What follows belongs to an exercise in optimizing a design on an open flow for small area, a short achievable clock period and few clock cycles per item; a production flow would make more cautious choices.
In this exercise RTL edits were held to simulation tests only and were not proved equivalent to the original.
No activity file was given, so power comes from the tool's default toggle rates.

==> indigo <==
Design trading_core, start of the top module:
module trading_core(
    input clk,
    input rst,
    input order_valid,
    input [31:0] order_data,
    output order_ready,
    output trade_valid,
    output [7:0] trade_price,
    output [7:0] trade_qty,
    output [7:0] trade_buy_id,
    output [7:0] trade_sell_id,
    output appr_valid,
    output [7:0] appr_price,
    output [7:0] appr_qty,
    output [7:0] appr_buy_id,
    output [7:0] appr_sell_id
);
    wire [7:0] mul_price, mul_qty;
    order_matching_engine ORDER_MATCHING_ENGINE(
        .CLK(clk),
        .RESET(rst),
        .packet_ready(order_valid),
        .payload_data(order_data),
        .order_ready(order_ready),
        .trade_valid(trade_valid),
        .trade_price(trade_price),
        .trade_qty(trade_qty),
        .buy_id(trade_buy_id),
        .sell_id(trade_sell_id),
        .mul_price(mul_price),
        .mul_qty(mul_qty)
    );
    risk_management RISK (
        .CLK(clk),
        .RESET(rst),
        .TRADE_VALID(trade_valid),
        .TRADE_PRICE(trade_price),
        .TRADE_QTY(trade_qty),
        .BUY_ID(trade_buy_id),
        .SELL_ID(trade_sell_id),
        .MUL_PRICE(mul_price),
        .MUL_QTY(mul_qty),
        .TRADE_APPROVED(appr_valid),
        .APPR_PRICE(appr_price),
        .APPR_QTY(appr_qty),
        .APPR_BUY_ID(appr_buy_id),
        .APPR_SELL_ID(appr_sell_id)
    );
endmodule
Settings: LEC_CHECK=0, CAP_MARGIN=20, CORE_MARGIN=2, CORE_UTILIZATION=55, PLACE_DENSITY=0.65, SETUP_SLACK_MARGIN=5, SLEW_MARGIN=20, TNS_END_PERCENT=10; clock period 8.0 ns.
run.sh (not shown) runs the stock make flow with config.mk's settings and CLKGATE_MAP_FILE= SYNTH_SCRIPT=/design/flow/synth_recipe.tcl, a recipe that flattens the netlist after the stock synthesis.
==> inputs of lagoon, as changes to indigo <==
--- a/flow/design.v
+++ b/flow/design.v
@@ -10,23 +10,41 @@
     output reg [7:0] trade_qty,
     output reg [7:0] buy_id,
     output reg [7:0] sell_id,
     output reg [7:0] mul_price,      
     output reg [7:0] mul_qty         
 );
 localparam N = 16;
 function le8(input [7:0] a, input [7:0] b);
-    integer j;
-    reg r;
+    integer i, w;
+    reg [7:0] lt, le;
     begin
-        r = 1'b1;
-        for (j = 0; j < 8; j = j + 1)
-            r = (~a[j] & b[j]) | (~a[j] & r) | (b[j] & r);
-        le8 = r;
+        lt = ~a & b;
+        le = ~a | b;
+        for (w = 1; w < 8; w = w * 2)
+            for (i = 0; i < 8; i = i + 2 * w) begin
+                lt[i] = lt[i+w] | (le[i+w] & lt[i]);
+                le[i] = lt[i+w] | (le[i+w] & le[i]);
+            end
+        le8 = le[0];
+    end
+endfunction
+function lt9(input [8:0] a, input [8:0] b);
+    reg [7:0] lo_lt, lo_le;
+    integer i, w;
+    begin
+        lo_lt = ~a[7:0] & b[7:0];
+        lo_le = ~a[7:0] | b[7:0];
+        for (w = 1; w < 8; w = w * 2)
+            for (i = 0; i < 8; i = i + 2 * w) begin
+                lo_lt[i] = lo_lt[i+w] | (lo_le[i+w] & lo_lt[i]);
+                lo_le[i] = lo_lt[i+w] | (lo_le[i+w] & lo_le[i]);
+            end
+        lt9 = (~a[8] & b[8]) | ((~a[8] | b[8]) & lo_lt[0]);
     end
 endfunction
 function [8:0] add8(input [7:0] a, input [7:0] b, input cin);
     integer i, d;
     reg [7:0] g, p, gg, pp;
     begin
         g = a & b;
         p = a ^ b;
@@ -131,17 +149,17 @@
 end
 wire [N-1:0] fwd_on = lw_ins & {N{fwd_rel}};
 wire [N-1:0] hit_c = (pre_hit & ~fwd_on) | (fwd_on & {N{fwd_hit}});
 wire [N-1:0] hit   = hit_c & (o_srch ? av : bv);
 wire [N-1:0] first = lowest(hit);
 wire any_hit = |hit;
 wire [8:0] pw_dif = add8(pw_sel, ~pw_oq, 1'b1);
 wire [7:0] pw_val = pw_ins ? pw_oq : pw_dif[7:0];
-wire q_fwd1 = pw_ins ? q_lt_prev : (q_sum < {1'b0, pw_sel});
+wire q_fwd1 = pw_ins ? q_lt_prev : lt9(q_sum, {1'b0, pw_sel});
 wire q_fwd2 = ~le8(lw_q, o_q);
 wire [N-1:0] e1 = (pw_side == ~o_side) ? pw_oh : {N{1'b0}};
 wire [N-1:0] e2 = (lw_wq_side == ~o_side) ? lw_wq : {N{1'b0}};
 wire [N-1:0] qlt = (pre_qlt & ~e1 & ~e2) | (e1 & {N{q_fwd1}}) | (e2 & ~e1 & {N{q_fwd2}});
 wire [N-1:0] fb = first & {N{o_side}};
 wire [N-1:0] fa = first & {N{~o_side}};
 reg [7:0] sel_q;
 always @* begin
@@ -173,20 +191,18 @@
 wire [N-1:0] set_o = do_insert ? ins_oh : {N{1'b0}};
 wire [N-1:0] set_b = o_side ? {N{1'b0}} : set_o;
 wire [N-1:0] set_a = o_side ? set_o : {N{1'b0}};
 wire [N-1:0] wr_b  = o_side ? {N{1'b0}} : ins_oh;
 wire [N-1:0] wr_a  = o_side ? ins_oh : {N{1'b0}};
 wire [N-1:0] dec_o = do_match ? (first & qlt) : {N{1'b0}};
 wire [N-1:0] wq_o  = set_o | dec_o;           
 wire         wq_side = do_insert ? o_side : ~o_side;
-reg book_rst;
-always @(posedge CLK) book_rst <= RESET;
 always @(posedge CLK) begin
-    if (book_rst) begin
+    if (RESET) begin
         bv    <= {N{1'b0}};
         av    <= {N{1'b0}};
         ins_p <= 4'd0;
     end else begin
         bv <= (bv & ~clr_b) | set_b;
         av <= (av & ~clr_a) | set_a;
         if (do_insert) ins_p <= ins_nx;
     end
@@ -389,44 +405,54 @@
     always @(posedge CLK) begin
         t_price <= TRADE_PRICE;
         t_qty   <= TRADE_QTY;
         t_buy   <= BUY_ID;
         t_sell  <= SELL_ID;
         t_s     <= mul_s;
         t_c     <= mul_c;
     end
-    wire [16:0] x = {4'b0000, room_exp};
-    wire [16:0] y = ~{1'b0, t_s};
-    wire [16:0] z = ~{1'b0, t_c};
-    wire [16:0] s3 = x ^ y ^ z;
-    wire [16:0] c3 = (x & y) | (x & z) | (y & z);
-    wire [17:0] ne = add17(s3, {c3[15:0], 1'b1}, 1'b1);
-    wire [17:0] np = add17({10'd0, room_pos}, {9'h1ff, ~t_qty}, 1'b1);
-    wire ok = t_v & np[17] & ~ne[16];
-    reg room_rst;
-    always @(posedge CLK) room_rst <= RESET;
+    wire [15:0] prod = t_s + t_c;
+    reg        u_v;
+    reg [7:0]  u_price, u_qty, u_buy, u_sell;
+    reg [12:0] u_prod;
+    reg        u_big;
     always @(posedge CLK) begin
-        if (RESET) TRADE_APPROVED <= 1'b0;
-        else       TRADE_APPROVED <= ok;
+        if (RESET) u_v <= 1'b0;
+        else       u_v <= t_v;
     end
     always @(posedge CLK) begin
-        if (room_rst) begin
-            room_pos <= MAX_POSITION;
-            room_exp <= MAX_EXPOSURE;
-        end else if (ok) begin
-            room_pos <= np[6:0];
-            room_exp <= ne[12:0];
+        u_price <= t_price;
+        u_qty   <= t_qty;
+        u_buy   <= t_buy;
+        u_sell  <= t_sell;
+        u_prod  <= prod[12:0];
+        u_big   <= |prod[15:13];
+    end
+    wire [17:0] ne = add17({4'b0000, room_exp}, ~{4'b0000, u_prod}, 1'b1);
+    wire [17:0] np = add17({10'd0, room_pos}, {9'h1ff, ~u_qty}, 1'b1);
+    wire ok = u_v & np[17] & ne[17] & ~u_big;
+    always @(posedge CLK) begin
+        if (RESET) begin
+            room_pos       <= MAX_POSITION;
+            room_exp       <= MAX_EXPOSURE;
+            TRADE_APPROVED <= 1'b0;
+        end else begin
+            TRADE_APPROVED <= ok;
+            if (ok) begin
+                room_pos <= np[6:0];
+                room_exp <= ne[12:0];
+            end
         end
     end
     always @(posedge CLK) begin
-        APPR_PRICE   <= t_price;
-        APPR_QTY     <= t_qty;
-        APPR_BUY_ID  <= t_buy;
-        APPR_SELL_ID <= t_sell;
+        APPR_PRICE   <= u_price;
+        APPR_QTY     <= u_qty;
+        APPR_BUY_ID  <= u_buy;
+        APPR_SELL_ID <= u_sell;
     end
 endmodule
 `timescale 1ns / 1ps
 module trading_core(
     input clk,
     input rst,
     input order_valid,
     input [31:0] order_data,
==> notes <==
Between lagoon and indigo, the lower global-route usage is in indigo (gap 0.60 points). Against lagoon, the sequential share of layout area of indigo is lower by 0.32 points. Against lagoon, the sequential cell count of indigo is lower by 46. Against indigo, the final cell count of lagoon is higher by 2.5%. Of indigo and lagoon, lagoon has the higher area after synthesis (gap about 2%, measured against lagoon). Against indigo, the utilization of lagoon is higher by 0.19 points. In indigo the register-to-register slack is lower than in lagoon, by 0.07 ns.
==> figures <==
| metric | indigo | lagoon |
|---|---|---|
| Logic power comb | 0.976 mW | 1.06 mW |
| Post-Synthesis Mean Instance Area | 12.22 um^2 | 12.12 um^2 |
| Count of non-CTS inverters in the layout | 218 | 177 |
| Setup Slack @ Placement | 2.925 ns | 2.756 ns |
| Post-detailed-placement half-perimeter wirelength | 105600 um | 110000 um |
| Critical Path Slowest Stage Cell | or4_4 | or4b_4 |
| Run status | no timing/DRC/antenna violations | no timing/DRC/antenna violations |
| Clock transition at the registers of the reported paths | 0.07 ns | 0.06 ns |
| Total number of placement rows | 114 | 115 |
| Yosys top cell area share | 43.10% | 42.21% |
| Worst Path Arrival | 4.08 ns | 4.12 ns |
| Portion of total power attributed to sequential cells | 49.7% | 48.3% |
| Detailed-route wire length | 169800 um | 176300 um |
| Met3 demand-to-capacity share in global routing | 8.192% | 7.392% |
| Sw frac | 23.43% | 23.00% |
Testbench counts of indigo, summed over its fixed seeds: cycles 3,212, orders 3,200.
Testbench counts of lagoon, summed over its fixed seeds: cycles 3,212, orders 3,200.

==> 02-15: inputs <==
Another version of the RTL of trading_core (not shown whole).
==> module order_matching_engine, before the edit <==
module order_matching_engine(
    input CLK,
    input RESET,
    input packet_ready,
    input [31:0] payload_data,
    output order_ready,
    output reg trade_valid,
    output reg [7:0] trade_price,
    output reg [7:0] trade_qty,
    output reg [7:0] buy_id,
    output reg [7:0] sell_id
);
localparam N = 16;
reg ready_r;
assign order_ready = ready_r;
reg       o_v;
reg       o_cancel;
reg       o_side;
reg [7:0] o_p, o_q, o_id;
always @(posedge CLK) begin
    if (RESET) begin
        ready_r <= 1'b0;
        o_v     <= 1'b0;
    end else begin
        ready_r <= 1'b1;
        o_v     <= packet_ready & ready_r;
    end
end
always @(posedge CLK) begin
    if (packet_ready & ready_r) begin
        o_cancel <= payload_data[31];
        o_side   <= payload_data[24];
        o_p      <= payload_data[23:16];
        o_q      <= payload_data[15:8];
        o_id     <= payload_data[7:0];
    end
end
reg [N-1:0] bv, av;
reg [7:0] bp [0:N-1];
reg [7:0] bq [0:N-1];
reg [7:0] bi [0:N-1];
reg [7:0] ap [0:N-1];
reg [7:0] aq [0:N-1];
reg [7:0] ai [0:N-1];
reg [3:0] ins_p;
integer k;
reg [N-1:0] mb, ma;      
reg [N-1:0] cb, ca;      
always @* begin
    for (k = 0; k < N; k = k + 1) begin
        mb[k] = bv[k] & (bp[k] >= o_p);
        ma[k] = av[k] & (ap[k] <= o_p);
        cb[k] = bv[k] & (bi[k] == o_id);
        ca[k] = av[k] & (ai[k] == o_id);
    end
end
wire [N-1:0] hit = o_cancel ? (o_side ? ca : cb) : (o_side ? mb : ma);
wire [N-1:0] first = hit & ~(hit - 1'b1);    
wire any_hit = |hit;
reg [7:0] sel_p, sel_q, sel_id;
always @* begin
    sel_p = 8'd0; sel_q = 8'd0; sel_id = 8'd0;
    for (k = 0; k < N; k = k + 1) begin
        sel_p  = sel_p  | ({8{first[k]}} & (o_side ? bp[k] : ap[k]));
        sel_q  = sel_q  | ({8{first[k]}} & (o_side ? bq[k] : aq[k]));
        sel_id = sel_id | ({8{first[k]}} & (o_side ? bi[k] : ai[k]));
    end
end
wire       part   = o_q < sel_q;             
wire [7:0] rem_q  = sel_q - o_q;
wire [N-1:0] own_v = o_side ? av : bv;
wire [N-1:0] emp   = ~own_v;
wire [N-1:0] hmask = {N{1'b1}} << ins_p;
wire [N-1:0] emp_hi = emp & hmask;
wire [N-1:0] pick_v = (|emp_hi) ? emp_hi : emp;
wire [N-1:0] ins_oh = pick_v & ~(pick_v - 1'b1);
wire any_emp = |emp;
reg  [3:0] ins_s;
always @* begin
    ins_s = 4'd0;
    for (k = 0; k < N; k = k + 1)
        if (ins_oh[k]) ins_s = ins_s | k[3:0];
end
wire do_match  = o_v & ~o_cancel & any_hit;
wire do_cancel = o_v &  o_cancel & any_hit;
wire do_insert = o_v & ~o_cancel & ~any_hit & any_emp;
wire [N-1:0] clr_b = ((do_cancel & ~o_side) | (do_match & o_side & ~part)) ? first : {N{1'b0}};
wire [N-1:0] clr_a = ((do_cancel &  o_side) | (do_match & ~o_side & ~part)) ? first : {N{1'b0}};
wire [N-1:0] set_b = (do_insert & ~o_side) ? ins_oh : {N{1'b0}};
wire [N-1:0] set_a = (do_insert &  o_side) ? ins_oh : {N{1'b0}};
wire [N-1:0] dec_b = (do_match & o_side & part)  ? first : {N{1'b0}};
wire [N-1:0] dec_a = (do_match & ~o_side & part) ? first : {N{1'b0}};
always @(posedge CLK) begin
    if (RESET) begin
        bv    <= {N{1'b0}};
        av    <= {N{1'b0}};
        ins_p <= 4'd0;
    end else begin
        bv <= (bv & ~clr_b) | set_b;
        av <= (av & ~clr_a) | set_a;
        if (do_insert) ins_p <= ins_s + 4'd1;
    end
end
always @(posedge CLK) begin
    for (k = 0; k < N; k = k + 1) begin
        if (set_b[k]) begin
            bp[k] <= o_p;
            bi[k] <= o_id;
        end
        if (set_b[k])      bq[k] <= o_q;
        else if (dec_b[k]) bq[k] <= rem_q;
        if (set_a[k]) begin
            ap[k] <= o_p;
            ai[k] <= o_id;
        end
        if (set_a[k])      aq[k] <= o_q;
        else if (dec_a[k]) aq[k] <= rem_q;
    end
end
always @(posedge CLK) begin
    if (RESET) trade_valid <= 1'b0;
    else       trade_valid <= do_match;
end
always @(posedge CLK) begin
    if (do_match) begin
        trade_price <= sel_p;
        trade_qty   <= part ? o_q : sel_q;
        buy_id      <= o_side ? sel_id : o_id;
        sell_id     <= o_side ? o_id : sel_id;
    end
end
endmodule
==> module risk_management, before the edit <==
module risk_management(
    input CLK,
    input RESET,
    input TRADE_VALID,
    input wire [7:0] TRADE_PRICE,
    input wire [7:0] TRADE_QTY,
    input wire [7:0] BUY_ID,
    input wire [7:0] SELL_ID,
    output reg TRADE_APPROVED,
    output reg [7:0] APPR_PRICE,
    output reg [7:0] APPR_QTY,
    output reg [7:0] APPR_BUY_ID,
    output reg [7:0] APPR_SELL_ID
);
    localparam MAX_POSITION = 100;
    localparam MAX_EXPOSURE = 5000;
    reg [6:0]  room_pos;    
    reg [12:0] room_exp;    
    wire [15:0] prod = TRADE_QTY * TRADE_PRICE;
    wire [8:0]  np = {2'b00, room_pos} - {1'b0, TRADE_QTY};
    wire [16:0] ne = {4'b0000, room_exp} - {1'b0, prod};
    wire ok = TRADE_VALID & ~np[8] & ~ne[16];
    always @(posedge CLK) begin
        if (RESET) begin
            room_pos       <= MAX_POSITION;
            room_exp       <= MAX_EXPOSURE;
            TRADE_APPROVED <= 1'b0;
        end else begin
            TRADE_APPROVED <= ok;
            if (ok) begin
                room_pos <= np[6:0];
                room_exp <= ne[12:0];
            end
        end
    end
    always @(posedge CLK) begin
        if (ok) begin
            APPR_PRICE   <= TRADE_PRICE;
            APPR_QTY     <= TRADE_QTY;
            APPR_BUY_ID  <= BUY_ID;
            APPR_SELL_ID <= SELL_ID;
        end
    end
endmodule
clock: 8.0 ns
lec_check: 0
cap_margin: 20
core_margin: 2
core_utilization: 40
place_density: 0.6
slew_margin: 20
==> 01-25: changes against 02-15 <==
--- a/flow/design.v
+++ b/flow/design.v
@@ -14,2 +14,23 @@
 localparam N = 16;
+function le8(input [7:0] a, input [7:0] b);
+    integer j;
+    reg r;
+    begin
+        r = 1'b1;
+        for (j = 0; j < 8; j = j + 1)
+            r = (~a[j] & b[j]) | (~(a[j] ^ b[j]) & r);
+        le8 = r;
+    end
+endfunction
+function [N-1:0] lowest(input [N-1:0] v);
+    integer j;
+    reg seen;
+    begin
+        seen = 1'b0;
+        for (j = 0; j < N; j = j + 1) begin
+            lowest[j] = v[j] & ~seen;
+            seen = seen | v[j];
+        end
+    end
+endfunction
 reg ready_r;
@@ -30,9 +51,7 @@
 always @(posedge CLK) begin
-    if (packet_ready & ready_r) begin
-        o_cancel <= payload_data[31];
-        o_side   <= payload_data[24];
-        o_p      <= payload_data[23:16];
-        o_q      <= payload_data[15:8];
-        o_id     <= payload_data[7:0];
-    end
+    o_cancel <= payload_data[31];
+    o_side   <= payload_data[24];
+    o_p      <= payload_data[23:16];
+    o_q      <= payload_data[15:8];
+    o_id     <= payload_data[7:0];
 end
@@ -51,4 +70,4 @@
     for (k = 0; k < N; k = k + 1) begin
-        mb[k] = bv[k] & (bp[k] >= o_p);
-        ma[k] = av[k] & (ap[k] <= o_p);
+        mb[k] = bv[k] & le8(o_p, bp[k]);
+        ma[k] = av[k] & le8(ap[k], o_p);
         cb[k] = bv[k] & (bi[k] == o_id);
@@ -58,4 +77,6 @@
 wire [N-1:0] hit = o_cancel ? (o_side ? ca : cb) : (o_side ? mb : ma);
-wire [N-1:0] first = hit & ~(hit - 1'b1);    
+wire [N-1:0] first = lowest(hit);
 wire any_hit = |hit;
+wire [N-1:0] fb = first & {N{o_side}};
+wire [N-1:0] fa = first & {N{~o_side}};
 reg [7:0] sel_p, sel_q, sel_id;
@@ -64,8 +85,8 @@
     for (k = 0; k < N; k = k + 1) begin
-        sel_p  = sel_p  | ({8{first[k]}} & (o_side ? bp[k] : ap[k]));
-        sel_q  = sel_q  | ({8{first[k]}} & (o_side ? bq[k] : aq[k]));
-        sel_id = sel_id | ({8{first[k]}} & (o_side ? bi[k] : ai[k]));
-    end
-end
-wire       part   = o_q < sel_q;             
+        sel_p  = sel_p  | ({8{fb[k]}} & bp[k]) | ({8{fa[k]}} & ap[k]);
+        sel_q  = sel_q  | ({8{fb[k]}} & bq[k]) | ({8{fa[k]}} & aq[k]);
+        sel_id = sel_id | ({8{fb[k]}} & bi[k]) | ({8{fa[k]}} & ai[k]);
+    end
+end
+wire       part   = ~le8(sel_q, o_q);        
 wire [7:0] rem_q  = sel_q - o_q;
@@ -76,9 +97,9 @@
 wire [N-1:0] pick_v = (|emp_hi) ? emp_hi : emp;
-wire [N-1:0] ins_oh = pick_v & ~(pick_v - 1'b1);
+wire [N-1:0] ins_oh = lowest(pick_v);
 wire any_emp = |emp;
-reg  [3:0] ins_s;
+reg  [3:0] ins_nx;
 always @* begin
-    ins_s = 4'd0;
+    ins_nx = 4'd0;
     for (k = 0; k < N; k = k + 1)
-        if (ins_oh[k]) ins_s = ins_s | k[3:0];
+        if (ins_oh[k]) ins_nx = ins_nx | (k[3:0] + 4'd1);
 end
@@ -91,4 +112,6 @@
 wire [N-1:0] set_a = (do_insert &  o_side) ? ins_oh : {N{1'b0}};
-wire [N-1:0] dec_b = (do_match & o_side & part)  ? first : {N{1'b0}};
-wire [N-1:0] dec_a = (do_match & ~o_side & part) ? first : {N{1'b0}};
+wire         dec   = do_match & part;
+wire [N-1:0] wq_b  = set_b | ((dec &  o_side) ? first : {N{1'b0}});
+wire [N-1:0] wq_a  = set_a | ((dec & ~o_side) ? first : {N{1'b0}});
+wire [7:0]   wq    = do_insert ? o_q : rem_q;
 always @(posedge CLK) begin
@@ -101,3 +124,3 @@
         av <= (av & ~clr_a) | set_a;
-        if (do_insert) ins_p <= ins_s + 4'd1;
+        if (do_insert) ins_p <= ins_nx;
     end
@@ -110,4 +133,3 @@
         end
-        if (set_b[k])      bq[k] <= o_q;
-        else if (dec_b[k]) bq[k] <= rem_q;
+        if (wq_b[k]) bq[k] <= wq;
         if (set_a[k]) begin
@@ -116,4 +138,3 @@
         end
-        if (set_a[k])      aq[k] <= o_q;
-        else if (dec_a[k]) aq[k] <= rem_q;
+        if (wq_a[k]) aq[k] <= wq;
     end
@@ -125,8 +146,6 @@
 always @(posedge CLK) begin
-    if (do_match) begin
-        trade_price <= sel_p;
-        trade_qty   <= part ? o_q : sel_q;
-        buy_id      <= o_side ? sel_id : o_id;
-        sell_id     <= o_side ? o_id : sel_id;
-    end
+    trade_price <= sel_p;
+    trade_qty   <= part ? o_q : sel_q;
+    buy_id      <= o_side ? sel_id : o_id;
+    sell_id     <= o_side ? o_id : sel_id;
 end
@@ -170,8 +189,6 @@
     always @(posedge CLK) begin
-        if (ok) begin
-            APPR_PRICE   <= TRADE_PRICE;
-            APPR_QTY     <= TRADE_QTY;
-            APPR_BUY_ID  <= BUY_ID;
-            APPR_SELL_ID <= SELL_ID;
-        end
+        APPR_PRICE   <= TRADE_PRICE;
+        APPR_QTY     <= TRADE_QTY;
+        APPR_BUY_ID  <= BUY_ID;
+        APPR_SELL_ID <= SELL_ID;
     end
SETUP_SLACK_MARGIN = 3   (was default)
==> notes.md <==
Between 02-15 and 01-25, the lower worst setup slack is in 02-15 (gap 1.1 ns).
Between 02-15 and 01-25, the lower via count is in 02-15 (gap 0.81%, measured against 01-25).
Between 01-25 and 02-15, the lower sequential share of layout area is in 01-25 (gap 1.5 points).
Non-clock buffer count: 01-25 is higher than 02-15 (215).
In 02-15 the global-route usage is lower than in 01-25, by 4.4 points.
Against 01-25, the total power of 02-15 is lower by 22%.
The combinational power of 01-25 is 3.2 times that of 02-15.
Clock power: 02-15 is smaller than 01-25 (about 4%).
Of 02-15 and 01-25, 01-25 has the higher critical path depth (gap 3).
In 02-15 the area after synthesis is higher than in 01-25, by about 11%.
Testbench counts of 02-15, summed over its fixed seeds: cycles 3,208, orders 3,200.
Testbench counts of 01-25, summed over its fixed seeds: cycles 3,208, orders 3,200.

-- afterwards: timing with drivers on the ports --
How much do the figures lean on ideal ports? The routed layouts below were timed once more, with nothing changed but the port constraints. Step 1 (the two cells are an assumption about what drives the block):
set clk [get_ports {clk}]
set_driving_cell -lib_cell sky130_fd_sc_hd__clkbuf_16 $clk
set_driving_cell -lib_cell sky130_fd_sc_hd__buf_2 [delete_from_list [all_inputs] $clk]
Step 2, shift: input delay + t, output delay - t, t = (earliest + latest rising clock arrival at the registers) / 2. This alone moves slack from input paths to output paths. Slacks: no drivers / after step 1 / after step 2; pairs: no drivers / after step 1.
run	t (ns)	setup slack, ns	worst register clock-pin slew, ns
indigo	0.786	4.473 / 4.473 / 4.473	0.07 / 0.07
lagoon	0.815	4.543 / 4.543 / 4.543	0.07 / 0.07
02-15	0.792	0.579 / 0.579 / 0.579	0.07 / 0.07
01-25	0.762	1.696 / 1.696 / 1.696	0.07 / 0.07
After both steps every run listed still meets setup and hold.
